Source: an optimization exercise on an open RTL-to-GDS flow (aim: small area). Production flows keep margins and buffers that such runs may drop. Only simulation tests tie the RTL to the original design; equivalence was not proved. The clock cells of runs 6, 8 and 9 come from the design's own scripts or RTL, not from TritonCTS. The clock input has no modelled driver; a real chip could not lean on it and would need a root buffer or a full tree. Power figures rest on the tool's default switching activity, not on a simulated workload.

**flow/design.v**
```verilog
module seg_dynamic
(
    input wire sys_clk,
    input wire sys_rst_n,
    input wire [13:0] data,
    input wire [3:0] point,
    input wire seg_en,
    input wire sign,
    output wire stcp,
    output reg shcp,
    output reg ds
);
reg [1:0]  a2;
reg [3:0]  m;
wire [3:0] a = {m[1:0], a2};    
reg [11:0] w;
reg [2:0]  cs;     
wire wtop = w[11] & w[10] & w[5] & w[4];    
wire wend = wtop & w[2];                    
wire ewin = wtop & ~w[2];                   
wire [1:0] wl = w[1:0];
wire [11:0] winc = w + 1'b1;    
always @(posedge sys_clk or negedge sys_rst_n)
    if (!sys_rst_n) begin
        a2 <= 2'd1;
        m <= 4'd0;
        w <= 12'd3124;
    end else begin
        a2 <= a2 + 1'b1;
        if (a2 == 2'd3)
            m <= (m == 4'd11) ? 4'd0 : m + 1'b1;
        if (a == 4'd15)
            w <= winc & ~({12{wend}} & 12'b1100_0011_0101);
    end
wire flag = wend & (a == 4'd0);    
always @(posedge sys_clk or negedge sys_rst_n)
    if (!sys_rst_n)
        cs <= 3'd0;
    else if (flag)
        cs <= {cs[1:0], ~cs[2]};
wire s0 = ~cs[2] & ~cs[0];
wire s1 = ~cs[1] &  cs[0];
wire s2 = ~cs[2] &  cs[1];
wire s3 =  cs[2] &  cs[0];
wire s4 =  cs[1] & ~cs[0];
wire shi = cs[2] & ~cs[0];           
wire codd = cs[2] ^ cs[1] ^ cs[0];
reg [15:0] r;
reg [3:0]  rem;
reg        qf;     
reg        pf;     
wire [1:0] W = wl;
wire load  = ewin & (a == 4'd2) & (W == {1'b0, ~codd});
wire start = ewin & (((W == 2'd0) & (a == 4'd3)) | ((W == 2'd1) & (a == 4'd3)) |
                     ((W == 2'd2) & (a == 4'd2)) | ((W == 2'd3) & (a == 4'd1)));
wire tap16 = ewin & ((W == 2'd0) | ((W == 2'd1) & (a < 4'd3)));
reg  rot;
always @(*)
    case (1'b1)
        s0: rot = ewin & ((W != 2'd3) | (a == 4'd0));
        s1: rot = ewin & (~W[1] | ((W == 2'd2) & (a < 4'd2)));
        default: rot = 1'b0;
    endcase
wire       top  = tap16 ? r[15] : r[14];
wire [3:0] rin  = (start | ~ewin) ? 4'd0 : rem;
wire [2:0] ru   = rin[3:1];
wire       qbit = ru[0] ^ rin[0];                           
reg  [2:0] un;                                              
always @(*)
    case ({ru, top})
        4'b000_0: un = 3'd0;
        4'b000_1: un = 3'd1;
        4'b001_0: un = 3'd2;
        4'b001_1: un = 3'd3;
        4'b010_0: un = 3'd4;
        4'b010_1: un = 3'd0;
        4'b011_0: un = 3'd1;
        4'b011_1: un = 3'd2;
        4'b100_0: un = 3'd3;
        4'b100_1: un = 3'd4;
        default:  un = {2'b00, top};
    endcase
always @(posedge sys_clk) begin
    r   <= {r[14:0], rot ? top : qbit} | {2'b00, {14{load}} & data};
    rem <= {un, top};
    qf  <= start ? qbit : (qf | qbit);
    if (start)
        pf <= (rem != 4'd0);
end
wire [3:0] pc = {point[3], |point[3:2], |point[3:1], |point[3:0]};    
reg  kc, kl;
always @(*)
    case (1'b1)
        s1: begin kc = pc[1]; kl = pc[0]; end
        s2: begin kc = pc[2]; kl = pc[1]; end
        default: begin kc = pc[3]; kl = pc[2]; end
    endcase
reg kc_d, z_d;
always @(posedge sys_clk) begin
    kc_d <= kc;
    z_d  <= (pf | kl) & sign;    
end
wire show = s0 | qf | (rem != 4'd0) | kc_d;
wire [3:0] nib = shi ? 4'd0 : show ? rem : {3'b111, ~z_d};    
reg [3:0] dd;
reg       dot;
always @(posedge sys_clk or negedge sys_rst_n)
    if (!sys_rst_n) begin
        dd  <= 4'd0;
        dot <= 1'b1;
    end else if (flag) begin
        if (seg_en)
            dd <= nib;
        dot <= ~((s0 & point[0]) | (s1 & point[1]) | (s2 & point[2]) | (s3 & point[3]));
    end
reg [7:0] seg;    
always @(*)
    case (dd)
        4'b0000: seg = {dot, 7'b100_0000};    
        4'b0011: seg = {dot, 7'b111_1001};    
        4'b0100: seg = {dot, 7'b010_0100};    
        4'b0111: seg = {dot, 7'b011_0000};    
        4'b1000: seg = {dot, 7'b001_1001};    
        4'b0001: seg = {dot, 7'b001_0010};    
        4'b0010: seg = {dot, 7'b000_0010};    
        4'b0101: seg = {dot, 7'b111_1000};    
        4'b0110: seg = {dot, 7'b000_0000};    
        4'b1001: seg = {dot, 7'b001_0000};    
        4'b1110: seg = 8'b1011_1111;          
        default: seg = 8'b1111_1111;          
    endcase
wire [3:0] sel = {s4, s3, s2, s1};
wire [11:0] frame = {seg[0], seg[1], seg[2], seg[3], seg[4], seg[5], seg[6], seg[7], sel};
reg ds_pre;    
always @(posedge sys_clk)
    ds_pre <= frame[m];
always @(posedge sys_clk or negedge sys_rst_n)
    if (!sys_rst_n) begin
        ds   <= 1'b0;
        shcp <= 1'b0;
    end else begin
        if ((a2 == 2'd1) & shcp)    
            ds <= ds_pre;
        shcp <= a2[1] ~^ a2[0];    
    end
assign stcp = shcp & (a2 == 2'd1) & (m == 4'd0);
endmodule
module seg_595_dynamic
(
    input wire sys_clk,
    input wire sys_rst_n,
    input wire [13:0] data,
    input wire [3:0] point,
    input wire seg_en,
    input wire sign,
    output wire stcp,
    output wire shcp,
    output wire ds,
    output wire oe
);
seg_dynamic seg_dynamic_inst
(
    .sys_clk(sys_clk),
    .sys_rst_n(sys_rst_n),
    .data(data),
    .point(point),
    .seg_en(seg_en),
    .sign(sign),
    .stcp(stcp),
    .shcp(shcp),
    .ds(ds)
);
assign oe = ~sys_rst_n;
endmodule
```
**flow/flow/run.sh**
```bash
#!/bin/bash
set -euo pipefail
export BUFFER_PORTS_ARGS="-buffer_cell sky130_fd_sc_hd__buf_1"
export CTS_ARGS="-sink_clustering_enable -repair_clock_nets -dont_use_dummy_load -buf_list {sky130_fd_sc_hd__clkbuf_8}"
bash standard.sh > standard_flow.log 2>&1
```
**flow/standard.sh**
```bash
#!/bin/bash
# synth_recipe.tcl (not shown) runs the flow's synth.tcl, then flattens the netlist and writes it again
# the make line also repeats each setting of config.mk as NAME=value (left out here)
make -C /OpenROAD-flow-scripts/flow DESIGN_CONFIG=/design/flow/config.mk WORK_HOME=/design/flow/orfs CLKGATE_MAP_FILE= SYNTH_SCRIPT=/design/flow/synth_recipe.tcl "${@:-finish}"
```
**flow/config.mk**
```make
export PLATFORM = sky130hd
export DESIGN_NAME = seg_595_dynamic
export DESIGN_NICKNAME = seg_595_dynamic
export VERILOG_FILES = /design/flow/design.v
export SDC_FILE = /design/flow/constraint.sdc
export NUM_CORES = 4
export LEC_CHECK = 0
export ABC_AREA = 1
export CAP_MARGIN = 20
export CORE_MARGIN = 2
export CORE_UTILIZATION = 60
export SLEW_MARGIN = 20
```
**flow/constraint.sdc**
```tcl
create_clock -name core_clock -period 10.0 [get_ports {sys_clk}]
set_input_delay 2.0000 -clock core_clock [delete_from_list [all_inputs] [get_ports {sys_clk}]]
set_output_delay 2.0000 -clock core_clock [all_outputs]
set_load 0.01 [all_outputs]
```
==> out/results.ini, run 1 <==
[power]
cellLeakagePower_uw=0.00152
vdd_drop_max_mv=0.111
pwr_density_cell_nw_per_um2=115
power_uw=335

[yosys]
postSynthCellCount=334
yosysMostFrequentCell=nand2_1
synth_area_um2=2700
async_flop_share=0.528
ys_seq_area_frac=0.452
synth_edf_count=1
yosysUniqueCellTypes=37
synth_top_area_frac=0.195
syn_area_per_cell_um2=8.07
synthFlopType=dfxtp_1
yosys-top-cells-count=65 x nand2_1, 51 x inv_1, 44 x nand3_1, 27 x nor2_1, 24 x dfxtp_1
synth_area_leader_cell=dfrtp_1
syn_nets=367
ys_top_cells_by_area=dfrtp_1 19%, dfxtp_1 18%, nand2_1 9.0%
ys_ff_latch=53
synth-warning-count=1

[clock_tree]
postCtsHoldBufs=0
cts_resized=0
cts_buffer_depth=2
clk_pin_slew_ns=0.10
clk_latency_ns=0.31
cts_buffers=5
htreeDepth=2
cts_tree=done
cts_sinks=53
post-cts-setup-buffers=0
cts-root-buf=clkbuf_8

[sta]
min_period_ns=4.62
grt_setup_unrepaired=false
drv_slew=0
hold_violations=0
finClkSkew_ns=0.0272
worst_pin_slew_ns=0.800
fin_setup_tns_ns=0
finalCritPeriodShare=0.462
slew_headroom=0.464
finalSetupViolations=0
max_freq_mhz=217

[worst_setup_path]
critPathCaptureType=output port
crit_start=sys_rst_n
rr_worst_depth=10
worstPathRequired_ns=8.00
crit_type=in -> out
critPathLaunchType=primary input
r2r_slack_ns=7.79
cp.arrival_ns=2.62
critPathCapture=oe
rr_endpoint=seg_dynamic_inst.rem[1]
critPathMaxFanout=29
crit-reg2reg-launch=seg_dynamic_inst.m[0]

[drt]
postRouteWirelength_um=5010
drtIter0Drc=112
dr_total_vias=2189
drc=0
wire_per_inst_um=12.1
drt_pass1_iterations=4
via_per_inst=5.27
postRouteAntennaNets=0

[final_layout]
syn2layout_area_growth_pct=8.12
drive_above_1_share=0.0992
layout.nets=398
antennaDiodeCount=0

[grt]
grt_usage=0.223
antenna_found_initial=0
gr-total-overflow=0
grt_pass1_vias=2139
grt_pass1_wl_um=9010
grt_max_degree=30

[die]
core_area_um2=4350
start_util=0.619
fp-row-count=24
die_h_um=71.0
pin_count=26
die_area_um2=5050
die_w_um=71.0

[placed_design]
place_hpwl_um=3940
place.port_buffers=25
gp_congestion=0.792

[run]
drv_cap=0

[worst_hold_path]
hold_class=reg -> reg

[status]
outcome=complete, no violations

cell type report:
| class | count | area [um^2] |
|---|---|---|
| Tap cell | 52 | 65.1 |
| Sequential cell | 53 | 1220 |
| Fill cell | 389 | 1440 |
| Clock buffer | 5 | 68.8 |
| Multi-Input combinational cell | 224 | 1250 |
| Timing Repair Buffer | 26 | 101 |
| Inverter | 55 | 208 |
worst min path at each step:
| stage | cells after the start | from | to |
|---|---|---|---|
| 2_1_floorplan | 0 | seg_dynamic_inst.r[13] | seg_dynamic_inst.r[14] |
| 4_1_cts | 0 | seg_dynamic_inst.r[13] | seg_dynamic_inst.r[14] |
| 3_5_place_dp | 0 | seg_dynamic_inst.r[13] | seg_dynamic_inst.r[14] |
| 6_report | 0 | seg_dynamic_inst.r[13] | seg_dynamic_inst.r[14] |
| 5_1_grt | 0 | seg_dynamic_inst.r[13] | seg_dynamic_inst.r[14] |
| 3_3_place_gp | 0 | seg_dynamic_inst.r[13] | seg_dynamic_inst.r[14] |
cell usage in the layout (no fill, tap or decap), types with 3 or more instances in the layout:
master / count
a21o_1: 9
a21o_2: 4
a21oi_1: 5
buf_1: 25
clkbuf_8: 5
dfrtp_1: 21
dfstp_2: 7
dfxtp_1: 24
ha_1: 11
inv_1: 51
nand2_1: 65
nand2_2: 3
nand3_1: 44
nand4_1: 5
nor2_1: 27
nor2_2: 3
nor3_1: 4
o21ai_0: 19
xor2_1: 7
cell families after synthesis:
family	share of synthesized area
mux	0.00418
buf+inv	0.0831
compound gates	0.105
flops	0.452
fa+ha+maj	0.0510
simple gates	0.275
xor+xnor	0.0292
routing by layer:
layer	wire length [um]	up-vias	part of all wire	track usage
li1	-	1137	-	-
met4	59	0	0.012	0.0566
met5	0	-	0	0
met1	2290	1020	0.46	0.287
met2	2510	25	0.50	0.384
met3	158	7	0.032	0.0456
per-stage QoR:
step | instance area [um^2] | std cells | setup slack [ns] | hold WS (ns) | utilization
after global routing | 2920 | 415 | 5.25 | 0.355 | 0.670
after detailed placement | 2850 | 410 | 5.36 | 0.317 | 0.654
after floorplan | 2700 | 334 | 5.93 | 0.310 | -
after global placement | 2850 | 410 | 5.37 | 0.311 | 0.654
final | 2920 | 415 | 5.38 | 0.339 | 0.670
after CTS | 2920 | 415 | 5.36 | 0.342 | 0.670
worst max-delay path: stages:
cell and delay (ns):
buf_1 0.07, buf_4 0.34, inv_1 0.07, buf_1 0.13
sequential cells by signal, summed over array words and instances, names as in the netlist:
register	cells
seg_dynamic_inst.a2	2
seg_dynamic_inst.cs	3
seg_dynamic_inst.dd	4
seg_dynamic_inst.dot	1
seg_dynamic_inst.ds	1
seg_dynamic_inst.ds_pre	1
seg_dynamic_inst.kc_d	1
seg_dynamic_inst.m	4
seg_dynamic_inst.pf	1
seg_dynamic_inst.qf	1
seg_dynamic_inst.r	16
seg_dynamic_inst.rem	4
seg_dynamic_inst.shcp	1
seg_dynamic_inst.w	12
seg_dynamic_inst.z_d	1
power breakdown:
group | leakage, uW | switching (uW) | internal [uW]
Clock | 0.0000359 | 61.8 | 45.3
Combinational | 0.000948 | 7.64 | 4.29
Sequential | 0.000541 | 1.29 | 215
==> inputs of run 2 (changes only) <==
--- a/flow/config.mk
+++ b/flow/config.mk
@@ -6,5 +6,4 @@
 export NUM_CORES = 4
 export LEC_CHECK = 0
-export ABC_AREA = 1
 export CAP_MARGIN = 20
 export CORE_MARGIN = 2
==> run 2 against run 1 <==
Net effect:
- clock power about the same
- synthesized area decreased by 5.7%
- combinational power decreased by 42%
- utilization increased by 1.2 points
- count of clock-buffer cells in the layout unchanged
- setup slack improved by 0.0089 ns
- synthesized cell count decreased by 20%
- global-route usage decreased by 1.7 points
- die area decreased by 5.3%
- critical endpoint unchanged
- highest routed layer unchanged
==> out/results.ini, run 2 <==
[placed_design]
place_hpwl_um=3330  ; was 3940 um
dpl_cell_area_um2=2680  ; was 2850 um^2
gp_congestion=0.823  ; was 0.792
place.port_buffers=25  ; unchanged

[clock_tree]
postCtsHoldBufs=0  ; unchanged
clk_latency_ns=0.31  ; about the same
cts_buffer_depth=2  ; unchanged
htreeDepth=2  ; unchanged
clk_pin_slew_ns=0.10  ; about the same
post-cts-setup-buffers=0  ; unchanged
cts_resized=0  ; unchanged
cts_buffers=5  ; unchanged
cts_tree=done  ; unchanged
cts_sinks=53  ; unchanged
cts-root-buf=clkbuf_8  ; unchanged

[yosys]
synth-warning-count=1  ; unchanged
synth_area_um2=2540  ; was 2700 um^2
yosysUniqueCellTypes=53  ; was 37
yosysMostFrequentCell=nand2_1  ; unchanged
syn_area_per_cell_um2=9.56  ; was 8.07 um^2
async_flop_share=0.528  ; unchanged
ys_top_cells_by_area=dfrtp_1 21%, dfxtp_1 19%, dfstp_2 7.2%  ; was dfrtp_1 19%, dfxtp_1 18%, nand2_1 9.0%
postSynthCellCount=266  ; was 334
ys_ff_latch=53  ; unchanged
synth_edf_count=1  ; unchanged
ys_seq_area_frac=0.480  ; was 0.452
synth_area_leader_cell=dfrtp_1  ; unchanged
yosys-top-cells-count=27 x nand2_1, 25 x o21ai_0, 24 x dfxtp_1, 24 x nor2_1, 21 x dfrtp_1  ; was 65 x nand2_1, 51 x inv_1, 44 x nand3_1, 27 x nor2_1, 24 x dfxtp_1
synthFlopType=dfxtp_1  ; unchanged
synth_top_area_frac=0.207  ; was 0.195
syn_nets=299  ; was 367

[die]
core_area_um2=4030  ; was 4350 um^2
pin_count=26  ; unchanged
die_w_um=69.1  ; was 71.0 um
start_util=0.631  ; was 0.619
die_h_um=69.1  ; was 71.0 um
fp-row-count=23  ; was 24
die_area_um2=4780  ; was 5050 um^2

[worst_setup_path]
cp.arrival_ns=2.61  ; was 2.62 ns
crit_type=in -> out  ; unchanged
worstPathRequired_ns=8.00  ; about the same
worst_path_most_repeated_cell=buf_1  ; unchanged
crit_buf_inv=4  ; unchanged
critPathLaunchType=primary input  ; unchanged
critPathCaptureType=output port  ; unchanged
cp_top_family=buffers and inverters  ; unchanged
cp_cell_sequence=buf_1 -> buf_4 -> inv_1 -> buf_1  ; unchanged
critPathSlowestCell=buf_4  ; unchanged
critPathMaxFanout=29  ; unchanged
cpPeakStageDelay_ns=0.33  ; was 0.34 ns
crit_start=sys_rst_n  ; unchanged
crit-reg2reg-launch=seg_dynamic_inst.m[1]  ; was seg_dynamic_inst.m[0]

[drt]
wire_per_inst_um=13.5  ; was 12.1 um
dr_wl_met3_um=175  ; was 158 um
wl_met2_um=2090  ; was 2510 um
drt_pass1_iterations=4  ; unchanged
drc=0  ; unchanged
wl_met1_um=2240  ; was 2290 um
drtIter0Drc=81  ; was 112
top_layer_used=met4  ; unchanged
dr_total_vias=1943  ; was 2,189
postRouteAntennaNets=0  ; unchanged
via_per_inst=5.75  ; was 5.27
postRouteWirelength_um=4560  ; was 5010 um

[grt]
antenna_found_initial=0  ; unchanged
gr-total-overflow=0  ; unchanged
grt_max_degree=30  ; unchanged
grt_pass1_vias=1784  ; was 2,139
grt_usage=0.206  ; was 0.223
grt_pass1_wl_um=8110  ; was 9010 um

[power]
power_uw=328  ; was 335 uW
p_clk_frac=0.328  ; was 0.319
switching_share=0.203  ; was 0.211
pwr_density_cell_nw_per_um2=120  ; was 115 nW/um^2
vdd_drop_max_mv=0.0983  ; was 0.111 mV
sequentialPowerShare=0.651  ; was 0.645
p_int_uw=262  ; was 264 uW
combPwrFrac=0.021  ; was 0.036
cellLeakagePower_uw=0.00122  ; was 0.00152 uW
switchingPower_uw=66.6  ; was 70.7 uW

[final_layout]
drive_above_1_share=0.0868  ; was 0.0992
layout_common_cells=27 x nand2_1, 25 x o21ai_0, 25 x buf_1, 24 x nor2_1, 24 x dfxtp_1  ; was 65 x nand2_1, 51 x inv_1, 44 x nand3_1, 27 x nor2_1, 25 x buf_1
stdcell_area_um2=2750  ; was 2920 um^2
multi_input_area_um2=1240  ; was 1250 um^2
antennaDiodeCount=0  ; unchanged
largest_reg_flops=16  ; unchanged
reg.largest.list=seg_dynamic_inst.r x16, seg_dynamic_inst.w x12  ; unchanged
layout_commonest_cell=nand2_1  ; unchanged
n_fill_cell=349  ; was 389
layout.nets=323  ; was 398
syn2layout_area_growth_pct=8.02  ; was 8.12%
seqCellArea_um2=1220  ; unchanged
regMostFlops=seg_dynamic_inst.r  ; unchanged

[sta]
finalSetupViolations=0  ; unchanged
grt_setup_unrepaired=false  ; unchanged
fin_setup_tns_ns=0  ; unchanged
worst_pin_slew_ns=0.662  ; was 0.800 ns
drv_slew=0  ; unchanged
slew_headroom=0.555  ; was 0.464
min_period_ns=4.61  ; was 4.62 ns
finClkSkew_ns=0.0250  ; was 0.0272 ns
max_freq_mhz=217  ; about the same
hold_violations=0  ; unchanged
finalCritPeriodShare=0.461  ; was 0.462

[worst_hold_path]
hold_class=reg -> reg  ; unchanged
hp-start=seg_dynamic_inst.r[13]  ; unchanged

[status]
outcome=complete, no violations  ; unchanged

[run]
drv_cap=0  ; unchanged

-- run 2: power by group through the flow --
stage          logic (uW)  clock network [uW]  registers, uW
2_1_floorplan        1.00                   0            218
3_3_place_gp         6.96                   0            218
3_5_place_dp         7.03                   0            218
4_1_cts              7.08                 111            214
5_1_grt              8.07                 118            214
6_report             6.91                 108            214
-- run 2: kinds of logic after synthesis --
group                    after synthesis  share of synthesized area
adder cells (fa/ha/maj)               11                     0.0541
buffers and inverters                 23                     0.0354
XOR/XNOR                              12                     0.0413
AO/OA/AOI/OAI                         69                      0.181
flip-flops                            53                      0.480
multiplexers                           6                     0.0271
AND/OR/NAND/NOR                       92                      0.182
-- run 2: path summary, 6_finish.rpt --
check                                           to  slack [ns]  cells past startpoint
max in group asynchronous    seg_dynamic_inst.w[2]        7.99                      2
hold reg to reg             seg_dynamic_inst.r[14]        0.34                      0
hold / removal              seg_dynamic_inst.r[14]        0.34                      0
setup / recovery                                oe        5.39                      4
min in group asynchronous    seg_dynamic_inst.w[3]        1.68                      2
setup reg to reg           seg_dynamic_inst.rem[1]        7.55                      9
-- run 2: final cells by class --
| class | count | share of cell area |
|---|---|---|
| sequential | 53 | 0.444 |
| tap | 50 | 0.0228 |
| inverter | 14 | 0.0191 |
| timing repair buffer | 26 | 0.0369 |
| multi-input combinational | 190 | 0.452 |
| clock buffer | 5 | 0.0250 |
-- run 2: per-stage QoR --
stage / setup slack, ns / cells / hold WS (ns) / utilization
after CTS: 5.37 / 338 / 0.340 / 0.682
after floorplan: 5.93 / 266 / 0.310 / -
after global placement: 5.38 / 333 / 0.310 / 0.663
final: 5.39 / 338 / 0.337 / 0.682
after global routing: 5.30 / 338 / 0.354 / 0.682
after detailed placement: 5.38 / 333 / 0.315 / 0.665
-- run 2: metal layers --
metal	track usage	vias to the layer above
li1	-	970
met1	0.295	920
met2	0.304	46
met3	0.0497	7
met4	0.0719	0
met5	0	-
==> inputs of run 3 (changes only) <==
==> flow/flow/run.sh (replaced) <==
#!/bin/bash
set -euo pipefail
export BUFFER_PORTS_ARGS="-buffer_cell sky130_fd_sc_hd__buf_1"
export PRE_CTS_TCL="$(pwd)/flow/one_clkbuf.tcl"
bash standard.sh > standard_flow.log 2>&1
==> flow/flow/one_clkbuf.tcl (new file) <==
# Sourced before CTS: the clock tree becomes a single clkbuf_16 placed at the
# centre of the registers, between the clock port and every register.
rename clock_tree_synthesis __std_clock_tree_synthesis
proc clock_tree_synthesis { args } {
  set block [ord::get_db_block]
  set net [$block findNet sys_clk]
  set n 0
  set sx 0
  set sy 0
  foreach it [$net getITerms] {
    set inst [$it getInst]
    set loc [$inst getLocation]
    incr n
    set sx [expr {$sx + [lindex $loc 0]}]
    set sy [expr {$sy + [lindex $loc 1]}]
  }
  set x [expr {$sx / $n / 1000.0}]
  set y [expr {$sy / $n / 1000.0}]
  puts "one_clkbuf: $n clock sinks, buffer at $x $y"
  insert_buffer -buffer_cell sky130_fd_sc_hd__clkbuf_16 -net sys_clk \
    -location [list $x $y] -buffer_name clkbuf_root -net_name clknet_root
  set cnet [$block findNet clknet_root]
  $cnet setSigType CLOCK
  set_propagated_clock [all_clocks]
}
==> run 3 against run 2 <==
Net effect:
- the flow now stops in clock tree synthesis
- synthesized area unchanged
- synthesized cell count did not move
==> out/results.ini, run 3 <==
[yosys]
synth_area_leader_cell=dfrtp_1  ; unchanged
synth-warning-count=1  ; unchanged
synth_top_area_frac=0.207  ; unchanged
synth_area_um2=2540  ; unchanged
async_flop_share=0.528  ; unchanged
ys_ff_latch=53  ; unchanged
postSynthCellCount=266  ; unchanged
yosysMostFrequentCell=nand2_1  ; unchanged
synth_edf_count=1  ; unchanged
syn_nets=299  ; unchanged
yosysUniqueCellTypes=53  ; unchanged
ys_seq_area_frac=0.480  ; unchanged
syn_area_per_cell_um2=9.56  ; unchanged
ys_top_cells_by_area=dfrtp_1 21%, dfxtp_1 19%, dfstp_2 7.2%  ; unchanged
yosys-top-cells-count=27 x nand2_1, 25 x o21ai_0, 24 x dfxtp_1, 24 x nor2_1, 21 x dfrtp_1  ; unchanged
synthFlopType=dfxtp_1  ; unchanged

[die]
die_w_um=69.1  ; unchanged
die_h_um=69.1  ; unchanged
pin_count=26  ; unchanged
fp-row-count=23  ; unchanged
start_util=0.631  ; unchanged

[status]
error=Error: cts.tcl, 36 invalid command name "NULL"
failing_step=clock tree synthesis
outcome=did not finish  ; was complete, no violations

[placed_design]
place_hpwl_um=3330  ; unchanged
gp_congestion=0.823  ; unchanged
place.port_buffers=25  ; unchanged

-- run 3: through the flow --
stage                     utilization  worst slack (ns)  std cells  total power [uW]  cell area, um^2
after floorplan                     -              5.93        266               219             2540
after global placement          0.663              5.38        333               225             2670
after detailed placement        0.665              5.38        333               225             2680
-- run 3: kinds of logic after synthesis --
logic type                 Yosys count  share of synthesized area
xor gates and xnor gates            12                     0.0413
adders and majority gates           11                     0.0541
and+or+nand+nor                     92                      0.182
AOI/OAI and AO/OA                   69                      0.181
DFF                                 53                      0.480
buffers and inverters               23                     0.0354
muxes                                6                     0.0271
-- run 3: power groups by stage --
stage	Clock, uW	Sequential (uW)	Combinational [uW]
2_1_floorplan	0	218	1.00
3_3_place_gp	0	218	6.96
3_5_place_dp	0	218	7.03
-- run 3: how the worst max path moves through the flow --
stage,endpoint,cells after the start,slack [ns],start
after floorplan,oe,1,5.93,sys_rst_n
after detailed placement,oe,4,5.38,sys_rst_n
after global placement,oe,4,5.38,sys_rst_n
==> inputs of run 4 (changes only) <==
--- a/flow/flow/one_clkbuf.tcl
+++ b/flow/flow/one_clkbuf.tcl
@@ -20,6 +20,9 @@
   insert_buffer -buffer_cell sky130_fd_sc_hd__clkbuf_16 -net sys_clk \
     -location [list $x $y] -buffer_name clkbuf_root -net_name clknet_root
-  set cnet [$block findNet clknet_root]
-  $cnet setSigType CLOCK
+  set buf [$block findInst clkbuf_root]
+  foreach it [$buf getITerms] {
+    set bnet [$it getNet]
+    if { $bnet ne "NULL" } { $bnet setSigType CLOCK }
+  }
   set_propagated_clock [all_clocks]
 }
==> run 4 against run 3 <==
Net effect:
- the run again fails in clock tree synthesis
- synthesized cell count is the same
- synthesized area is the same
==> out/results.ini, run 4 <==
[die]
die_w_um=69.1  ; unchanged
die_h_um=69.1  ; unchanged
start_util=0.631  ; unchanged
pin_count=26  ; unchanged
fp-row-count=23  ; unchanged

[yosys]
syn_area_per_cell_um2=9.56  ; unchanged
ys_top_cells_by_area=dfrtp_1 21%, dfxtp_1 19%, dfstp_2 7.2%  ; unchanged
syn_nets=299  ; unchanged
synth_top_area_frac=0.207  ; unchanged
synth_area_leader_cell=dfrtp_1  ; unchanged
synth_area_um2=2540  ; unchanged
yosysMostFrequentCell=nand2_1  ; unchanged
postSynthCellCount=266  ; unchanged
ys_seq_area_frac=0.480  ; unchanged
synth_edf_count=1  ; unchanged
yosysUniqueCellTypes=53  ; unchanged
synth-warning-count=1  ; unchanged
synthFlopType=dfxtp_1  ; unchanged
ys_ff_latch=53  ; unchanged
yosys-top-cells-count=27 x nand2_1, 25 x o21ai_0, 24 x dfxtp_1, 24 x nor2_1, 21 x dfrtp_1  ; unchanged
async_flop_share=0.528  ; unchanged

[placed_design]
place.port_buffers=25  ; unchanged
dp_slack_ns=5.38  ; unchanged
place_hpwl_um=3330  ; unchanged
gp_congestion=0.823  ; unchanged

[status]
outcome=did not finish  ; unchanged
failing_step=clock tree synthesis  ; unchanged
error=Error: cts.tcl, 36 invalid command name "NULL"  ; unchanged

run 4: stage by stage:
| stage | hold WS [ns] | power [uW] | cell area (um^2) | utilization | std cells |
|---|---|---|---|---|---|
| floorplan | 0.310 | 219 | 2540 | - | 266 |
| global placement | 0.310 | 225 | 2670 | 0.663 | 333 |
| detailed placement | 0.315 | 225 | 2680 | 0.665 | 333 |
run 4: logic make-up after synthesis:
logic type	Yosys count	share of synthesized area
and+or+nand+nor	92	0.182
AOI/OAI and AO/OA	69	0.181
DFF	53	0.480
buffers and inverters	23	0.0354
xor gates and xnor gates	12	0.0413
adders and majority gates	11	0.0541
muxes	6	0.0271
run 4: worst min-delay path by stage:
stage	startpoint	end	slack [ns]	cells after the start
2_1_floorplan	seg_dynamic_inst.r[13]	seg_dynamic_inst.r[14]	0.31	0
3_3_place_gp	seg_dynamic_inst.r[13]	seg_dynamic_inst.r[14]	0.31	0
3_5_place_dp	seg_dynamic_inst.r[13]	seg_dynamic_inst.r[14]	0.31	0
run 4: power by group through the flow:
stage               logic (uW)  clock network (uW)  registers [uW]
floorplan                 1.00                   0             218
global placement          6.96                   0             218
detailed placement        7.03                   0             218
==> inputs of run 5 (changes only) <==
--- a/flow/design.v
+++ b/flow/design.v
@@ -38,12 +38,6 @@
         cs <= 3'd0;
     else if (flag)
-        cs <= {cs[1:0], ~cs[2]};
-wire s0 = ~cs[2] & ~cs[0];
-wire s1 = ~cs[1] &  cs[0];
-wire s2 = ~cs[2] &  cs[1];
-wire s3 =  cs[2] &  cs[0];
-wire s4 =  cs[1] & ~cs[0];
-wire shi = cs[2] & ~cs[0];           
-wire codd = cs[2] ^ cs[1] ^ cs[0];
+        cs <= (cs == 3'd5) ? 3'd0 : cs + 1'b1;
+wire codd = cs[0];
 reg [15:0] r;
 reg [3:0]  rem;
@@ -57,7 +51,7 @@
 reg  rot;
 always @(*)
-    case (1'b1)
-        s0: rot = ewin & ((W != 2'd3) | (a == 4'd0));
-        s1: rot = ewin & (~W[1] | ((W == 2'd2) & (a < 4'd2)));
+    case (cs)
+        3'd0: rot = ewin & ((W != 2'd3) | (a == 4'd0));
+        3'd1: rot = ewin & (~W[1] | ((W == 2'd2) & (a < 4'd2)));
         default: rot = 1'b0;
     endcase
@@ -91,7 +85,7 @@
 reg  kc, kl;
 always @(*)
-    case (1'b1)
-        s1: begin kc = pc[1]; kl = pc[0]; end
-        s2: begin kc = pc[2]; kl = pc[1]; end
+    case (cs)
+        3'd1: begin kc = pc[1]; kl = pc[0]; end
+        3'd2: begin kc = pc[2]; kl = pc[1]; end
         default: begin kc = pc[3]; kl = pc[2]; end
     endcase
@@ -101,6 +95,6 @@
     z_d  <= (pf | kl) & sign;    
 end
-wire show = s0 | qf | (rem != 4'd0) | kc_d;
-wire [3:0] nib = shi ? 4'd0 : show ? rem : {3'b111, ~z_d};    
+wire show = (cs[1:0] == 2'd0) | qf | (rem != 4'd0) | kc_d;
+wire [3:0] nib = cs[2] ? 4'd0 : show ? rem : {3'b111, ~z_d};    
 reg [3:0] dd;
 reg       dot;
@@ -112,5 +106,5 @@
         if (seg_en)
             dd <= nib;
-        dot <= ~((s0 & point[0]) | (s1 & point[1]) | (s2 & point[2]) | (s3 & point[3]));
+        dot <= (cs[2]) ? 1'b1 : ~point[cs[1:0]];
     end
 reg [7:0] seg;    
@@ -130,5 +124,8 @@
         default: seg = 8'b1111_1111;          
     endcase
-wire [3:0] sel = {s4, s3, s2, s1};
+wire [3:0] sel = (cs == 3'd1) ? 4'b0001 :
+                 (cs == 3'd2) ? 4'b0010 :
+                 (cs == 3'd3) ? 4'b0100 :
+                 (cs == 3'd4) ? 4'b1000 : 4'b0000;
 wire [11:0] frame = {seg[0], seg[1], seg[2], seg[3], seg[4], seg[5], seg[6], seg[7], sel};
 reg ds_pre;    
==> flow/flow/run.sh (replaced) <==
#!/bin/bash
set -euo pipefail
export BUFFER_PORTS_ARGS="-buffer_cell sky130_fd_sc_hd__buf_1"
export CTS_ARGS="-sink_clustering_enable -repair_clock_nets -dont_use_dummy_load -buf_list {sky130_fd_sc_hd__clkbuf_8}"
bash standard.sh > standard_flow.log 2>&1
removed: flow/flow/one_clkbuf.tcl
==> run 5 against run 4 <==
Net effect:
- now clean on timing, DRC and antenna
- synthesized area grew 3.0%
- synthesized cell count grew 3.0%
==> out/results.ini, run 5 <==
[status]
outcome=complete, no violations  ; was did not finish

[yosys]
yosysMostFrequentCell=dfxtp_1  ; was nand2_1
ys_ff_latch=53  ; unchanged
postSynthCellCount=274  ; was 266
yosysUniqueCellTypes=53  ; unchanged
synthFlopType=dfxtp_1  ; unchanged
synth_top_area_frac=0.200  ; was 0.207
ys_top_cells_by_area=dfrtp_1 20%, dfxtp_1 18%, dfstp_2 7.0%  ; was dfrtp_1 21%, dfxtp_1 19%, dfstp_2 7.2%
synth_edf_count=1  ; unchanged
syn_area_per_cell_um2=9.57  ; was 9.56 um^2
synth_area_leader_cell=dfrtp_1  ; unchanged
yosys-top-cells-count=24 x dfxtp_1, 23 x nand2_1, 21 x dfrtp_1, 21 x o21ai_0, 19 x nor2_1  ; was 27 x nand2_1, 25 x o21ai_0, 24 x dfxtp_1, 24 x nor2_1, 21 x dfrtp_1
ys_seq_area_frac=0.465  ; was 0.480
syn_nets=307  ; was 299
synth_area_um2=2620  ; was 2540 um^2
synth-warning-count=1  ; unchanged
async_flop_share=0.528  ; unchanged

[final_layout]
layout.nets=326
multi_input_area_um2=1310
seqCellArea_um2=1220
syn2layout_area_growth_pct=7.49
layout_commonest_cell=buf_1
largest_reg_flops=16
antennaDiodeCount=0
layout_common_cells=25 x buf_1, 24 x dfxtp_1, 23 x nand2_1, 21 x o21ai_0, 21 x dfrtp_1
reg.largest.list=seg_dynamic_inst.r x16, seg_dynamic_inst.w x12
regMostFlops=seg_dynamic_inst.r
n_fill_cell=374
drive_above_1_share=0.0859

[drt]
dr_total_vias=1933
via_per_inst=5.64
drt_pass1_iterations=4
drc=0
wire_per_inst_um=14.1
postRouteAntennaNets=0
drtIter0Drc=106
postRouteWirelength_um=4830

[worst_setup_path]
cp.arrival_ns=2.62
worstPathRequired_ns=8.00
crit_buf_inv=4
critPathSlowestCell=buf_4
worst_path_most_repeated_cell=buf_1
critPathCaptureType=output port
critPathLaunchType=primary input
cpPeakStageDelay_ns=0.33
crit_type=in -> out
critPathMaxFanout=29
cp_cell_sequence=buf_1 -> buf_4 -> inv_1 -> buf_1
cp_top_family=buffers and inverters

[die]
die_h_um=70.1  ; was 69.1 um
core_area_um2=4290
pin_count=26  ; unchanged
die_area_um2=4910
die_w_um=70.1  ; was 69.1 um
start_util=0.610  ; was 0.631
fp-row-count=24  ; was 23

[grt]
grt_max_degree=30
grt_pass1_wl_um=8500
grt_usage=0.214
antenna_found_initial=0
grt_pass1_vias=1877
gr-total-overflow=0

[power]
vdd_drop_max_mv=0.0965
combPwrFrac=0.021
sequentialPowerShare=0.652
p_clk_frac=0.327
switchingPower_uw=66.2
p_int_uw=262
pwr_density_cell_nw_per_um2=116
cellLeakagePower_uw=0.00129
switching_share=0.202

[placed_design]
place.port_buffers=25  ; unchanged
place_hpwl_um=3440  ; was 3330 um
gp_congestion=0.794  ; was 0.823

[clock_tree]
cts_sinks=53
post-cts-setup-buffers=0
cts_resized=0
htreeDepth=2
cts-root-buf=clkbuf_8
cts_tree=done
postCtsHoldBufs=0
clk_pin_slew_ns=0.08
clk_latency_ns=0.29
cts_buffer_depth=2
cts_buffers=5

[worst_hold_path]
hold_class=reg -> reg

[sta]
max_freq_mhz=216
hold_violations=0
finalSetupViolations=0
slew_headroom=0.551
finalCritPeriodShare=0.462
finClkSkew_ns=0.00336
worst_pin_slew_ns=0.668
whs_ns=0.332
fin_setup_tns_ns=0
drv_slew=0
grt_setup_unrepaired=false
min_period_ns=4.62

[run]
drv_cap=0

[run 5: changes by cell type after synthesis, sizes merged, moves of 4 or more]
cell,change
a21oi,+4
and3,+4
clkbuf,+6
nand2,-4
nand3b,+6
nor2,-5
o21ai,-5
xnor2,-4
xor2,+4
[run 5: layout make-up]
class / instances / area share
clock buffers: 5 / 0.0244
inverters: 14 / 0.0187
multi-input cells: 193 / 0.465
flip-flops and latches: 53 / 0.433
well taps: 52 / 0.0231
repair buffers: 26 / 0.0360
[run 5: cells by family after synthesis]
family / after synthesis / share of synthesized area
flops: 53 / 0.465
simple gates: 96 / 0.198
xor+xnor: 12 / 0.0401
mux: 6 / 0.0301
compound gates: 68 / 0.174
fa+ha+maj: 11 / 0.0525
buf+inv: 28 / 0.0406
[run 5: power groups by stage]
stage | clock, uW | combinational, uW | sequential, uW
after floorplan | 0 | 1.05 | 218
after global placement | 0 | 7.09 | 218
after detailed placement | 0 | 7.18 | 218
after CTS | 113 | 7.24 | 214
after global routing | 118 | 8.22 | 214
final | 107 | 7.01 | 214
[run 5: per-stage QoR]
step	power (uW)	instances	setup WS, ns	utilization	instance area [um^2]
after CTS	334	343	5.36	0.654	2810
final	328	343	5.38	0.656	2820
after global placement	225	338	5.37	0.638	2740
after global routing	340	343	5.28	0.656	2820
after floorplan	219	274	5.93	-	2620
after detailed placement	226	338	5.37	0.638	2740
[run 5: layer usage]
| layer | global-route usage | vias up | share of wire |
|---|---|---|---|
| met1 | 0.294 | 902 | 0.47 |
| met2 | 0.347 | 32 | 0.49 |
| li1 | - | 995 | - |
| met3 | 0.0505 | 4 | 0.038 |
| met4 | 0.0491 | 0 | 0.0068 |
| met5 | 0 | - | 0 |
[run 5: path summary, 6_finish.rpt]
kind / start / to / slack, ns / cells past startpoint
max in group asynchronous: sys_rst_n / seg_dynamic_inst.w[11] / 7.98 / 2
setup reg to reg: seg_dynamic_inst.m[0] / seg_dynamic_inst.r[0] / 7.63 / 7
min in group asynchronous: sys_rst_n / seg_dynamic_inst.dd[0] / 1.70 / 2
hold reg to reg: seg_dynamic_inst.r[13] / seg_dynamic_inst.r[14] / 0.33 / 0
hold / removal: seg_dynamic_inst.r[13] / seg_dynamic_inst.r[14] / 0.33 / 0
setup / recovery: sys_rst_n / oe / 5.38 / 4
==> inputs of run 6 (changes only) <==
--- a/flow/design.v
+++ b/flow/design.v
@@ -38,6 +38,12 @@
         cs <= 3'd0;
     else if (flag)
-        cs <= (cs == 3'd5) ? 3'd0 : cs + 1'b1;
-wire codd = cs[0];
+        cs <= {cs[1:0], ~cs[2]};
+wire s0 = ~cs[2] & ~cs[0];
+wire s1 = ~cs[1] &  cs[0];
+wire s2 = ~cs[2] &  cs[1];
+wire s3 =  cs[2] &  cs[0];
+wire s4 =  cs[1] & ~cs[0];
+wire shi = cs[2] & ~cs[0];           
+wire codd = cs[2] ^ cs[1] ^ cs[0];
 reg [15:0] r;
 reg [3:0]  rem;
@@ -51,7 +57,7 @@
 reg  rot;
 always @(*)
-    case (cs)
-        3'd0: rot = ewin & ((W != 2'd3) | (a == 4'd0));
-        3'd1: rot = ewin & (~W[1] | ((W == 2'd2) & (a < 4'd2)));
+    case (1'b1)
+        s0: rot = ewin & ((W != 2'd3) | (a == 4'd0));
+        s1: rot = ewin & (~W[1] | ((W == 2'd2) & (a < 4'd2)));
         default: rot = 1'b0;
     endcase
@@ -85,7 +91,7 @@
 reg  kc, kl;
 always @(*)
-    case (cs)
-        3'd1: begin kc = pc[1]; kl = pc[0]; end
-        3'd2: begin kc = pc[2]; kl = pc[1]; end
+    case (1'b1)
+        s1: begin kc = pc[1]; kl = pc[0]; end
+        s2: begin kc = pc[2]; kl = pc[1]; end
         default: begin kc = pc[3]; kl = pc[2]; end
     endcase
@@ -95,6 +101,6 @@
     z_d  <= (pf | kl) & sign;    
 end
-wire show = (cs[1:0] == 2'd0) | qf | (rem != 4'd0) | kc_d;
-wire [3:0] nib = cs[2] ? 4'd0 : show ? rem : {3'b111, ~z_d};    
+wire show = s0 | qf | (rem != 4'd0) | kc_d;
+wire [3:0] nib = shi ? 4'd0 : show ? rem : {3'b111, ~z_d};    
 reg [3:0] dd;
 reg       dot;
@@ -106,5 +112,5 @@
         if (seg_en)
             dd <= nib;
-        dot <= (cs[2]) ? 1'b1 : ~point[cs[1:0]];
+        dot <= ~((s0 & point[0]) | (s1 & point[1]) | (s2 & point[2]) | (s3 & point[3]));
     end
 reg [7:0] seg;    
@@ -124,8 +130,5 @@
         default: seg = 8'b1111_1111;          
     endcase
-wire [3:0] sel = (cs == 3'd1) ? 4'b0001 :
-                 (cs == 3'd2) ? 4'b0010 :
-                 (cs == 3'd3) ? 4'b0100 :
-                 (cs == 3'd4) ? 4'b1000 : 4'b0000;
+wire [3:0] sel = {s4, s3, s2, s1};
 wire [11:0] frame = {seg[0], seg[1], seg[2], seg[3], seg[4], seg[5], seg[6], seg[7], sel};
 reg ds_pre;    
==> flow/flow/run.sh (replaced) <==
#!/bin/bash
set -euo pipefail
export BUFFER_PORTS_ARGS="-buffer_cell sky130_fd_sc_hd__buf_1"
export CLK_GROUPS=2
export CLK_GROUP_CELL=sky130_fd_sc_hd__clkbuf_16
export PRE_CTS_TCL="$(pwd)/flow/clk_groups.tcl"
bash standard.sh > standard_flow.log 2>&1
==> flow/flow/clk_groups.tcl (new file) <==
# Sourced before CTS: the clock tree becomes a few clock buffers driven
# straight from the clock port, each feeding one group of nearby registers.
# CLK_GROUPS (number of groups) and CLK_GROUP_CELL (buffer) come from run.sh.
rename clock_tree_synthesis __std_clock_tree_synthesis
proc clock_tree_synthesis { args } {
  set k $::env(CLK_GROUPS)
  set cell $::env(CLK_GROUP_CELL)
  set block [ord::get_db_block]
  set net [$block findNet sys_clk]
  set sinks {}
  foreach it [$net getITerms] {
    set inst [$it getInst]
    set loc [$inst getLocation]
    lappend sinks [list [lindex $loc 0] [lindex $loc 1] [$inst getName] [[$it getMTerm] getName]]
  }
  set n [llength $sinks]
  # groups: k stripes by x, or a 2x2 grid for k = 4
  set groups {}
  if { $k == 4 } {
    set byx [lsort -integer -index 0 $sinks]
    set half [expr {$n / 2}]
    foreach part [list [lrange $byx 0 [expr {$half - 1}]] [lrange $byx $half end]] {
      set byy [lsort -integer -index 1 $part]
      set h2 [expr {[llength $byy] / 2}]
      lappend groups [lrange $byy 0 [expr {$h2 - 1}]] [lrange $byy $h2 end]
    }
  } else {
    set byx [lsort -integer -index 0 $sinks]
    for {set g 0} {$g < $k} {incr g} {
      set lo [expr {$g * $n / $k}]
      set hi [expr {($g + 1) * $n / $k - 1}]
      lappend groups [lrange $byx $lo $hi]
    }
  }
  set g 0
  foreach grp $groups {
    set sx 0; set sy 0; set pins {}
    foreach s $grp {
      set sx [expr {$sx + [lindex $s 0]}]
      set sy [expr {$sy + [lindex $s 1]}]
      lappend pins [get_pins "[lindex $s 2]/[lindex $s 3]"]
    }
    set m [llength $grp]
    set x [expr {$sx / $m / 1000.0}]
    set y [expr {$sy / $m / 1000.0}]
    puts "clk_groups: group $g of $m registers, $cell at $x $y"
    insert_buffer -buffer_cell $cell -net sys_clk -load_pins $pins \
      -location [list $x $y] -buffer_name clkbuf_g$g -net_name clknet_g$g
    incr g
  }
  set_propagated_clock [all_clocks]
}
==> run 6 against run 5 <==
Net effect:
- still clean on timing, DRC and antenna
- cell area is 3.2% lower
- combinational power fell by 2%
- synthesized cell count fell by 2.9%
- critical path type unchanged
==> out/results.ini, run 6 <==
[yosys]
synth_top_area_frac=0.207  ; was 0.200
synth_area_leader_cell=dfrtp_1  ; unchanged
synth_edf_count=1  ; unchanged
syn_nets=299  ; was 307
async_flop_share=0.528  ; unchanged
postSynthCellCount=266  ; was 274
synth-warning-count=1  ; unchanged
synthFlopType=dfxtp_1  ; unchanged
synth_area_um2=2540  ; was 2620 um^2
ys_seq_area_frac=0.480  ; was 0.465
syn_area_per_cell_um2=9.56  ; was 9.57 um^2
ys_top_cells_by_area=dfrtp_1 21%, dfxtp_1 19%, dfstp_2 7.2%  ; was dfrtp_1 20%, dfxtp_1 18%, dfstp_2 7.0%
yosysMostFrequentCell=nand2_1  ; was dfxtp_1
yosysUniqueCellTypes=53  ; unchanged
ys_ff_latch=53  ; unchanged
yosys-top-cells-count=27 x nand2_1, 25 x o21ai_0, 24 x dfxtp_1, 24 x nor2_1, 21 x dfrtp_1  ; was 24 x dfxtp_1, 23 x nand2_1, 21 x dfrtp_1, 21 x o21ai_0, 19 x nor2_1

[clock_tree]
clk_latency_ns=0.17  ; was 0.29 ns
clk_pin_slew_ns=0.09  ; was 0.08 ns
postCtsHoldBufs=0  ; unchanged
cts_resized=0  ; unchanged
post-cts-setup-buffers=0  ; unchanged

[drt]
postRouteAntennaNets=0  ; unchanged
dr_total_vias=1910  ; was 1,933
wire_per_inst_um=13.3  ; was 14.1 um
drc=0  ; unchanged
via_per_inst=5.70  ; was 5.64
drtIter0Drc=107  ; was 106
drt_pass1_iterations=4  ; unchanged
postRouteWirelength_um=4470  ; was 4830 um

[die]
die_h_um=69.1  ; was 70.1 um
fp-row-count=23  ; was 24
die_area_um2=4780  ; was 4910 um^2
pin_count=26  ; unchanged
start_util=0.631  ; was 0.610
core_area_um2=4030  ; was 4290 um^2
die_w_um=69.1  ; was 70.1 um

[power]
cellLeakagePower_uw=0.00121  ; was 0.00129 uW
power_uw=310  ; was 328 uW
vdd_drop_max_mv=0.155  ; was 0.0965 mV
pwr_density_cell_nw_per_um2=114  ; was 116 nW/um^2

[grt]
gr-total-overflow=0  ; unchanged
grt_usage=0.191  ; was 0.214
antenna_found_initial=0  ; unchanged
grt_use_met3=0.0132  ; was 0.0505
grt_pass1_wl_um=8000  ; was 8500 um
use_met2=0.308  ; was 0.347
grt_max_degree=30  ; unchanged
top_usage_layer=met2  ; unchanged
grt_util_met1=0.293  ; was 0.294
grt_pass1_vias=1768  ; was 1,877

[placed_design]
place_hpwl_um=3330  ; was 3440 um
place_inst=333  ; was 338
place.port_buffers=25  ; unchanged
dp_slack_ns=5.38  ; was 5.37 ns
dpl_cell_area_um2=2680  ; was 2740 um^2
gp_congestion=0.823  ; was 0.794

[final_layout]
layout_commonest_cell=nand2_1  ; was buf_1
antennaDiodeCount=0  ; unchanged
syn2layout_area_growth_pct=7.28  ; was 7.49%
layout.cells.non_filler=335  ; was 343
reg.largest.list=seg_dynamic_inst.r x16, seg_dynamic_inst.w x12  ; unchanged
drive_above_1_share=0.0772  ; was 0.0859
seqCellArea_um2=1220  ; unchanged
n_fill_cell=350  ; was 374
largest_reg_flops=16  ; unchanged
regMostFlops=seg_dynamic_inst.r  ; unchanged
layout_common_cells=27 x nand2_1, 25 x o21ai_0, 25 x buf_1, 24 x nor2_1, 24 x dfxtp_1  ; was 25 x buf_1, 24 x dfxtp_1, 23 x nand2_1, 21 x o21ai_0, 21 x dfrtp_1
stdcell_area_um2=2730  ; was 2820 um^2
multi_input_area_um2=1240  ; was 1310 um^2
layout.nets=320  ; was 326

[sta]
fin_setup_tns_ns=0  ; unchanged
max_freq_mhz=217  ; was 216 MHz
drv_slew=0  ; unchanged
grt_setup_unrepaired=false  ; unchanged
worst_slack_ns=5.39  ; was 5.38 ns
finalCritPeriodShare=0.461  ; was 0.462
finClkSkew_ns=0.0153  ; was 0.00336 ns
min_period_ns=4.61  ; was 4.62 ns
worst_pin_slew_ns=0.669  ; was 0.668 ns
slew_headroom=0.550  ; was 0.551
finalSetupViolations=0  ; unchanged
hold_violations=0  ; unchanged

[run]
drv_cap=0  ; unchanged

[worst_setup_path]
critPathMaxFanout=29  ; unchanged
crit_type=in -> out  ; unchanged
critPathLaunchType=primary input  ; unchanged
cp_cell_sequence=buf_1 -> buf_4 -> inv_1 -> buf_1  ; unchanged
worst_path_most_repeated_cell=buf_1  ; unchanged
cp.arrival_ns=2.61  ; was 2.62 ns
crit_buf_inv=4  ; unchanged
cpPeakStageDelay_ns=0.33  ; about the same
worstPathRequired_ns=8.00  ; about the same
critPathSlowestCell=buf_4  ; unchanged
cp_top_family=buffers and inverters  ; unchanged
critPathCaptureType=output port  ; unchanged

[status]
outcome=complete, no violations  ; unchanged

[worst_hold_path]
hold_class=reg -> reg  ; unchanged

## run 6: cell type report, clock buffers not listed
class                   count  share of cell area
repair buffers             26              0.0371
multi-input cells         190               0.455
well taps                  50              0.0229
flip-flops and latches     53               0.447
inverters                  14              0.0193
## run 6: worst register-to-register path, cell delays in order, from the launching register on
cell and delay (ns):
dfrtp_1 0.52, inv_1 0.19, ha_1 0.32, nand3b_1 0.17, a211oi_4 0.29, mux2i_2 0.44, inv_2 0.11, nor3b_1 0.22
o21ai_1 0.09, nand3_1 0.07
## run 6: path summary, 6_finish.rpt
check                                  startpoint  cells after the start                      end  slack, ns
min in group asynchronous               sys_rst_n                      2   seg_dynamic_inst.dd[3]       1.82
max reg2reg                 seg_dynamic_inst.m[1]                      9  seg_dynamic_inst.rem[1]       7.53
max in group asynchronous               sys_rst_n                      2    seg_dynamic_inst.w[2]       7.88
max                                     sys_rst_n                      4                       oe       5.39
min                        seg_dynamic_inst.r[13]                      0   seg_dynamic_inst.r[14]       0.33
min reg2reg                seg_dynamic_inst.r[13]                      0   seg_dynamic_inst.r[14]       0.33
## run 6: cells by family after synthesis
kind of cell / Yosys count / synth area share
and+or+nand+nor: 92 / 0.182
AOI/OAI and AO/OA: 69 / 0.181
buffers and inverters: 23 / 0.0354
xor gates and xnor gates: 12 / 0.0413
muxes: 6 / 0.0271
DFF: 53 / 0.480
adders and majority gates: 11 / 0.0541
## run 6: power breakdown
part           switching [uW]  internal (uW)
clock network            52.6           36.9
logic                    4.12           2.77
registers               0.117            214
total                    56.8            254
## run 6: metal layers
| layer | wire length (um) | vias up |
|---|---|---|
| met5 | 0 | - |
| met4 | 53 | 0 |
| met3 | 131 | 6 |
| met2 | 2060 | 28 |
| met1 | 2220 | 912 |
| li1 | - | 964 |
## run 6: stage by stage
| stage | hold slack [ns] | utilization |
|---|---|---|
| final | 0.334 | 0.677 |
| after global routing | 0.352 | 0.677 |
| after global placement | 0.310 | 0.663 |
| after floorplan | 0.310 | - |
| after detailed placement | 0.315 | 0.665 |
| after CTS | 0.337 | 0.677 |
==> inputs of run 7 (changes only) <==
==> flow/flow/run.sh (replaced) <==
#!/bin/bash
set -euo pipefail
export BUFFER_PORTS_ARGS="-buffer_cell sky130_fd_sc_hd__buf_1"
export CLK_GROUPS=3
export CLK_GROUP_CELL=sky130_fd_sc_hd__clkbuf_8
export PRE_CTS_TCL="$(pwd)/flow/clk_groups.tcl"
bash standard.sh > standard_flow.log 2>&1
--- a/flow/config.mk
+++ b/flow/config.mk
@@ -8,4 +8,4 @@
 export CAP_MARGIN = 20
 export CORE_MARGIN = 2
-export CORE_UTILIZATION = 60
+export CORE_UTILIZATION = 85
 export SLEW_MARGIN = 20
==> run 7 against run 6 <==
Net effect:
- the run now fails in global placement
- synthesized cell count unchanged
- synthesized area unchanged
==> out/results.ini, run 7 <==
[yosys]
synth_top_area_frac=0.207  ; unchanged
yosysUniqueCellTypes=53  ; unchanged
syn_nets=299  ; unchanged
ys_top_cells_by_area=dfrtp_1 21%, dfxtp_1 19%, dfstp_2 7.2%  ; unchanged
yosys-top-cells-count=27 x nand2_1, 25 x o21ai_0, 24 x dfxtp_1, 24 x nor2_1, 21 x dfrtp_1  ; unchanged
synth_area_leader_cell=dfrtp_1  ; unchanged
ys_ff_latch=53  ; unchanged
synth_area_um2=2540  ; unchanged
synthFlopType=dfxtp_1  ; unchanged
syn_area_per_cell_um2=9.56  ; unchanged
synth-warning-count=1  ; unchanged
postSynthCellCount=266  ; unchanged
yosysMostFrequentCell=nand2_1  ; unchanged
async_flop_share=0.528  ; unchanged
ys_seq_area_frac=0.480  ; unchanged
synth_edf_count=1  ; unchanged

[placed_design]
place.port_buffers=25  ; unchanged

[status]
failing_step=global placement
error=[ERROR GPL-0301] Utilization 101.380 % exceeds 100%.
outcome=did not finish  ; was complete, no violations

[die]
pin_count=26  ; unchanged
die_w_um=58.7  ; was 69.1 um
start_util=0.907  ; was 0.631
die_h_um=58.7  ; was 69.1 um
fp-row-count=19  ; was 23

run 7: cell counts after synthesis:
Identical to the previous run, type by type.
run 7: logic make-up after synthesis:
kind of cell	Yosys count	synth area share
AND/OR/NAND/NOR	92	0.182
AO/OA/AOI/OAI	69	0.181
flip-flops	53	0.480
buffers and inverters	23	0.0354
XOR/XNOR	12	0.0413
adder cells (fa/ha/maj)	11	0.0541
multiplexers	6	0.0271
==> inputs of run 8 (changes only) <==
--- a/flow/config.mk
+++ b/flow/config.mk
@@ -8,4 +8,4 @@
 export CAP_MARGIN = 20
 export CORE_MARGIN = 2
-export CORE_UTILIZATION = 85
+export CORE_UTILIZATION = 75
 export SLEW_MARGIN = 20
==> run 8 against run 7 <==
Net effect:
- synthesized area is the same
- the run now finishes clean
- synthesized cell count is the same
==> out/results.ini, run 8 <==
[die]
die_w_um=62.2  ; was 58.7 um
start_util=0.774  ; was 0.907
die_area_um2=3870
die_h_um=62.2  ; was 58.7 um
pin_count=26  ; unchanged
core_area_um2=3280
fp-row-count=21  ; was 19

[worst_setup_path]
critPathCaptureType=output port
cpPeakStageDelay_ns=0.33
crit_buf_inv=4
crit_start=sys_rst_n
critPathLaunchType=primary input
cp.arrival_ns=2.61
worst_path_most_repeated_cell=buf_1
critPathSlowestCell=buf_4
cp_cell_sequence=buf_1 -> buf_4 -> inv_1 -> buf_1
critPathMaxFanout=29
crit-reg2reg-launch=seg_dynamic_inst.m[1]
crit_type=in -> out
cp_top_family=buffers and inverters
worstPathRequired_ns=8.00

[clock_tree]
post-cts-setup-buffers=0
clk_pin_slew_ns=0.09
cts_resized=0
clk_latency_ns=0.16
postCtsHoldBufs=0

[placed_design]
gp_congestion=0.834
place_hpwl_um=3310
place.port_buffers=25  ; unchanged
place_inst=329

[power]
p_clk_frac=0.264
switchingPower_uw=55.7
switching_share=0.186
cellLeakagePower_uw=0.00121
pwr_density_cell_nw_per_um2=111
vdd_drop_max_mv=0.138
p_int_uw=245
combPwrFrac=0.023
power_uw=300
sequentialPowerShare=0.713

[yosys]
async_flop_share=0.528  ; unchanged
synth_edf_count=1  ; unchanged
syn_area_per_cell_um2=9.56  ; unchanged
ys_ff_latch=53  ; unchanged
yosys-top-cells-count=27 x nand2_1, 25 x o21ai_0, 24 x dfxtp_1, 24 x nor2_1, 21 x dfrtp_1  ; unchanged
synth_top_area_frac=0.207  ; unchanged
synth-warning-count=1  ; unchanged
yosysMostFrequentCell=nand2_1  ; unchanged
ys_seq_area_frac=0.480  ; unchanged
yosysUniqueCellTypes=53  ; unchanged
syn_nets=299  ; unchanged
synth_area_leader_cell=dfrtp_1  ; unchanged
synthFlopType=dfxtp_1  ; unchanged
ys_top_cells_by_area=dfrtp_1 21%, dfxtp_1 19%, dfstp_2 7.2%  ; unchanged
postSynthCellCount=266  ; unchanged
synth_area_um2=2540  ; unchanged

[grt]
antenna_found_initial=0
grt_max_degree=30
grt_pass1_vias=1782
grt_usage=0.245
grt_pass1_wl_um=8000
gr-total-overflow=0

[sta]
max_freq_mhz=217
drv_slew=0
min_period_ns=4.61
finalCritPeriodShare=0.461
slew_headroom=0.539
hold_violations=0
grt_setup_unrepaired=false
worst_pin_slew_ns=0.686
finClkSkew_ns=0.0159
finalSetupViolations=0
fin_setup_tns_ns=0

[final_layout]
layout.nets=321
largest_reg_flops=16
layout_commonest_cell=nand2_1
syn2layout_area_growth_pct=6.74
reg.largest.list=seg_dynamic_inst.r x16, seg_dynamic_inst.w x12
layout.cells.non_filler=332
layout_common_cells=27 x nand2_1, 25 x o21ai_0, 25 x buf_1, 24 x nor2_1, 24 x dfxtp_1
antennaDiodeCount=0
regMostFlops=seg_dynamic_inst.r
drive_above_1_share=0.0804

[status]
outcome=complete, no violations  ; was did not finish

[drt]
postRouteAntennaNets=0
drt_pass1_iterations=4
drtIter0Drc=149
dr_total_vias=1934
via_per_inst=5.83
wire_per_inst_um=13.5
postRouteWirelength_um=4490
drc=0

[run]
drv_cap=0

[worst_hold_path]
hp-start=seg_dynamic_inst.r[13]
hold_class=reg -> reg

[run 8: cell counts after synthesis]
Identical to the previous run, type by type.
[run 8: cell families (layout without fill, tap and decap cells)]
family                     count (synthesis)  in the layout  synth area share
buffers and inverters                     23             43            0.0354
adders and majority gates                 11             11            0.0541
xor gates and xnor gates                  12             12            0.0413
muxes                                      6              6            0.0271
AOI/OAI and AO/OA                         69             69             0.181
and+or+nand+nor                           92             92             0.182
DFF                                       53             53             0.480
[run 8: power groups by stage]
stage | logic (uW) | registers, uW | clock network (uW)
finish | 6.94 | 214 | 79.3
global route | 8.04 | 214 | 88.5
CTS | 7.09 | 214 | 80.9
detailed placement | 7.02 | 218 | 0
global placement | 6.87 | 218 | 0
floorplan | 1.00 | 218 | 0
[run 8: layer usage]
| metal | vias to the layer above | share of wire | GRT usage |
|---|---|---|---|
| met5 | - | 0 | 0 |
| met4 | 0 | 0.0080 | 0.0417 |
| met3 | 9 | 0.043 | 0.0236 |
| met2 | 49 | 0.49 | 0.414 |
| met1 | 904 | 0.46 | 0.353 |
| li1 | 972 | - | - |
[run 8: stage by stage]
stage | area, um^2 | util | worst slack, ns | hold WS, ns
finish | 2720 | 0.827 | 5.39 | 0.336
global route | 2720 | 0.827 | 5.29 | 0.346
CTS | 2710 | 0.824 | 5.38 | 0.338
detailed placement | 2670 | 0.811 | 5.38 | 0.315
global placement | 2670 | 0.811 | 5.39 | 0.311
floorplan | 2540 | - | 5.93 | 0.310
[run 8: final timing paths]
path / end / slack, ns / depth (start not counted)
max: oe / 5.39 / 4
max reg2reg: seg_dynamic_inst.rem[1] / 7.50 / 9
max in group asynchronous: seg_dynamic_inst.w[11] / 7.87 / 2
min: seg_dynamic_inst.r[14] / 0.34 / 0
min in group asynchronous: seg_dynamic_inst.dd[1] / 1.81 / 2
min reg2reg: seg_dynamic_inst.r[14] / 0.34 / 0
[run 8: layout make-up, clock buffers not listed]
type	instances	area [um^2]
Sequential cell	53	1220
Timing Repair Buffer	26	101
Multi-Input combinational cell	190	1240
Tap cell	46	57.6
Fill cell	210	569
Inverter	14	52.6
==> inputs of run 9 (changes only) <==
--- a/flow/config.mk
+++ b/flow/config.mk
@@ -8,4 +8,4 @@
 export CAP_MARGIN = 20
 export CORE_MARGIN = 2
-export CORE_UTILIZATION = 75
+export CORE_UTILIZATION = 60
 export SLEW_MARGIN = 20
==> run 9 against run 8 <==
Net effect:
- wire length increased by 1.5%
- maximum frequency is essentially flat
- synthesized cell count is the same
- die area up 23%
- global-route usage decreased by 5.0 points
- via count shrank 0.57%
- sequential power about the same
- critical endpoint unchanged
- largest power group unchanged
- highest routed layer unchanged
==> out/results.ini, run 9 <==
[die]
die_area_um2=4780  ; was 3870 um^2
core_area_um2=4030  ; was 3280 um^2
fp-row-count=23  ; was 21
pin_count=26  ; unchanged
die_h_um=69.1  ; was 62.2 um
start_util=0.631  ; was 0.774
die_w_um=69.1  ; was 62.2 um

[clock_tree]
post-cts-setup-buffers=0  ; unchanged
postCtsHoldBufs=0  ; unchanged
clk_latency_ns=0.17  ; was 0.16 ns
clk_pin_slew_ns=0.09  ; about the same
cts_resized=0  ; unchanged

[power]
vdd_drop_max_mv=0.126  ; was 0.138 mV
sequentialPowerShare=0.710  ; was 0.713
switching_share=0.188  ; was 0.186
combPwrFrac=0.023  ; about the same
pwr_density_cell_nw_per_um2=111  ; about the same
switchingPower_uw=56.7  ; was 55.7 uW
power_uw=301  ; was 300 uW
p_int_uw=245  ; about the same
cellLeakagePower_uw=0.00121  ; unchanged
p_clk_frac=0.267  ; was 0.264

[drt]
drc=0  ; unchanged
drt_pass1_iterations=5  ; was 4
drtIter0Drc=88  ; was 149
postRouteWirelength_um=4560  ; was 4490 um
via_per_inst=5.72  ; was 5.83
wire_per_inst_um=13.6  ; was 13.5 um
dr_total_vias=1923  ; was 1,934
postRouteAntennaNets=0  ; unchanged

[yosys]
synth_top_area_frac=0.207  ; unchanged
syn_nets=299  ; unchanged
synth_fa_ha_area_frac=0.0541  ; unchanged
synth_area_leader_cell=dfrtp_1  ; unchanged
ys_ff_latch=53  ; unchanged
synth-warning-count=1  ; unchanged
ys_top_cells_by_area=dfrtp_1 21%, dfxtp_1 19%, dfstp_2 7.2%  ; unchanged
async_flop_share=0.528  ; unchanged
synth-simple-area-share=0.182  ; unchanged
ys_seq_area_frac=0.480  ; unchanged
yosysMostFrequentCell=nand2_1  ; unchanged
yosysUniqueCellTypes=53  ; unchanged
synth_top_family_by_area=simple AND/OR/NAND/NOR gates  ; unchanged
postSynthCellCount=266  ; unchanged
synth_compound_area_frac=0.181  ; unchanged
synth_area_um2=2540  ; unchanged
synthFlopType=dfxtp_1  ; unchanged
syn_area_per_cell_um2=9.56  ; unchanged
yosys-top-cells-count=27 x nand2_1, 25 x o21ai_0, 24 x dfxtp_1, 24 x nor2_1, 21 x dfrtp_1  ; unchanged
synth.area.mux_share=0.0271  ; unchanged
synth-xor-area-share=0.0413  ; unchanged
synth_edf_count=1  ; unchanged

[worst_setup_path]
cp_cell_sequence=buf_1 -> buf_4 -> inv_1 -> buf_1  ; unchanged
r2r_slack_ns=7.53  ; was 7.50 ns
cp.arrival_ns=2.61  ; about the same
worst_path_most_repeated_cell=buf_1  ; unchanged
critPathMaxFanout=29  ; unchanged
critPathSlowestCell=buf_4  ; unchanged
worstPathRequired_ns=8.00  ; about the same
crit-reg2reg-launch=seg_dynamic_inst.m[1]  ; unchanged
crit_start=sys_rst_n  ; unchanged
cpPeakStageDelay_ns=0.33  ; about the same
rr_worst_depth=9  ; unchanged
crit_type=in -> out  ; unchanged
critPathLaunchType=primary input  ; unchanged
rr_endpoint=seg_dynamic_inst.rem[1]  ; unchanged
critPathCaptureType=output port  ; unchanged

[grt]
gr-total-overflow=0  ; unchanged
grt_max_degree=30  ; unchanged
grt_pass1_vias=1800  ; was 1,782
grt_usage=0.195  ; was 0.245
antenna_found_initial=0  ; unchanged
grt_pass1_wl_um=8130  ; was 8000 um

[final_layout]
syn2layout_area_growth_pct=6.94  ; was 6.74%
seqCellArea_um2=1220  ; unchanged
regMostFlops=seg_dynamic_inst.r  ; unchanged
layout.nets=321  ; unchanged
reg.largest.list=seg_dynamic_inst.r x16, seg_dynamic_inst.w x12  ; unchanged
layout_common_cells=27 x nand2_1, 25 x o21ai_0, 25 x buf_1, 24 x nor2_1, 24 x dfxtp_1  ; unchanged
layout_commonest_cell=nand2_1  ; unchanged
stdcell_area_um2=2720  ; about the same
multi_input_area_um2=1240  ; unchanged
n_fill_cell=352  ; was 210
largest_reg_flops=16  ; unchanged
antennaDiodeCount=0  ; unchanged
layout.cells.non_filler=336  ; was 332
drive_above_1_share=0.0804  ; unchanged

[placed_design]
dpl_cell_area_um2=2680  ; was 2670 um^2
place_inst=333  ; was 329
place_hpwl_um=3330  ; was 3310 um
place.port_buffers=25  ; unchanged
gp_congestion=0.823  ; was 0.834

[sta]
fin_setup_tns_ns=0  ; unchanged
finalCritPeriodShare=0.461  ; about the same
finClkSkew_ns=0.0165  ; was 0.0159 ns
max_freq_mhz=217  ; about the same
grt_setup_unrepaired=false  ; unchanged
hold_violations=0  ; unchanged
drv_slew=0  ; unchanged
worst_pin_slew_ns=0.659  ; was 0.686 ns
min_period_ns=4.61  ; about the same
finalSetupViolations=0  ; unchanged
slew_headroom=0.557  ; was 0.539

[worst_hold_path]
hp-start=seg_dynamic_inst.r[13]  ; unchanged
holdPathEnd=seg_dynamic_inst.r[14]  ; unchanged
hold_class=reg -> reg  ; unchanged
min_path_cells=0  ; unchanged

[run]
drv_cap=0  ; unchanged

[status]
outcome=complete, no violations  ; unchanged

[run 9: cell families (layout without fill, tap and decap cells)]
group,Yosys count,after routing
AO/OA/AOI/OAI,69,69
flip-flops,53,53
multiplexers,6,6
AND/OR/NAND/NOR,92,92
XOR/XNOR,12,12
adder cells (fa/ha/maj),11,11
buffers and inverters,23,43
[run 9: power groups by stage]
stage	combinational, uW	clock [uW]	sequential [uW]
global placement	6.96	0	218
CTS	7.08	83.2	214
detailed placement	7.03	0	218
floorplan	1.00	0	218
global route	8.07	90.8	214
finish	6.90	80.4	214
[run 9: final cells by class, clock buffers not listed]
type	count	share of cell area
multi-input cells	190	0.457
repair buffers	26	0.0373
well taps	50	0.0230
flip-flops and latches	53	0.448
inverters	14	0.0193
[run 9: worst max-delay path, delay by kind of cell]
kind / cells / cell delay (ns)
buffers and inverters: 4 / 0.60
[run 9: routing by layer]
metal | GRT usage | vias to the layer above | wire, um
met5 | 0 | - | 0
met2 | 0.314 | 33 | 2140
met4 | 0.0349 | 0 | 42
met1 | 0.292 | 921 | 2250
met3 | 0.0146 | 4 | 130
li1 | - | 965 | -
[run 9: how the worst max path moves through the flow]
stage / end / slack [ns] / cells past startpoint
2_1_floorplan: oe / 5.93 / 1
3_3_place_gp: oe / 5.38 / 4
3_5_place_dp: oe / 5.38 / 4
4_1_cts: oe / 5.37 / 4
5_1_grt: oe / 5.30 / 4
6_report: oe / 5.39 / 4
[run 9: stage by stage]
step	setup WS (ns)	hold slack, ns	util
after global placement	5.38	0.310	0.663
after detailed placement	5.38	0.315	0.665
final	5.39	0.335	0.675
after global routing	5.30	0.353	0.675
after CTS	5.37	0.338	0.675
after floorplan	5.93	0.310	-

Re-timed with assumed drivers on the ports (clkbuf_16 on the clock, buf_2 on other inputs), run 9 has 5.367 ns of setup slack against 5.389 ns with ideal ports, and 5.367 ns once port delays also move by the mid clock arrival of 0.201 ns.
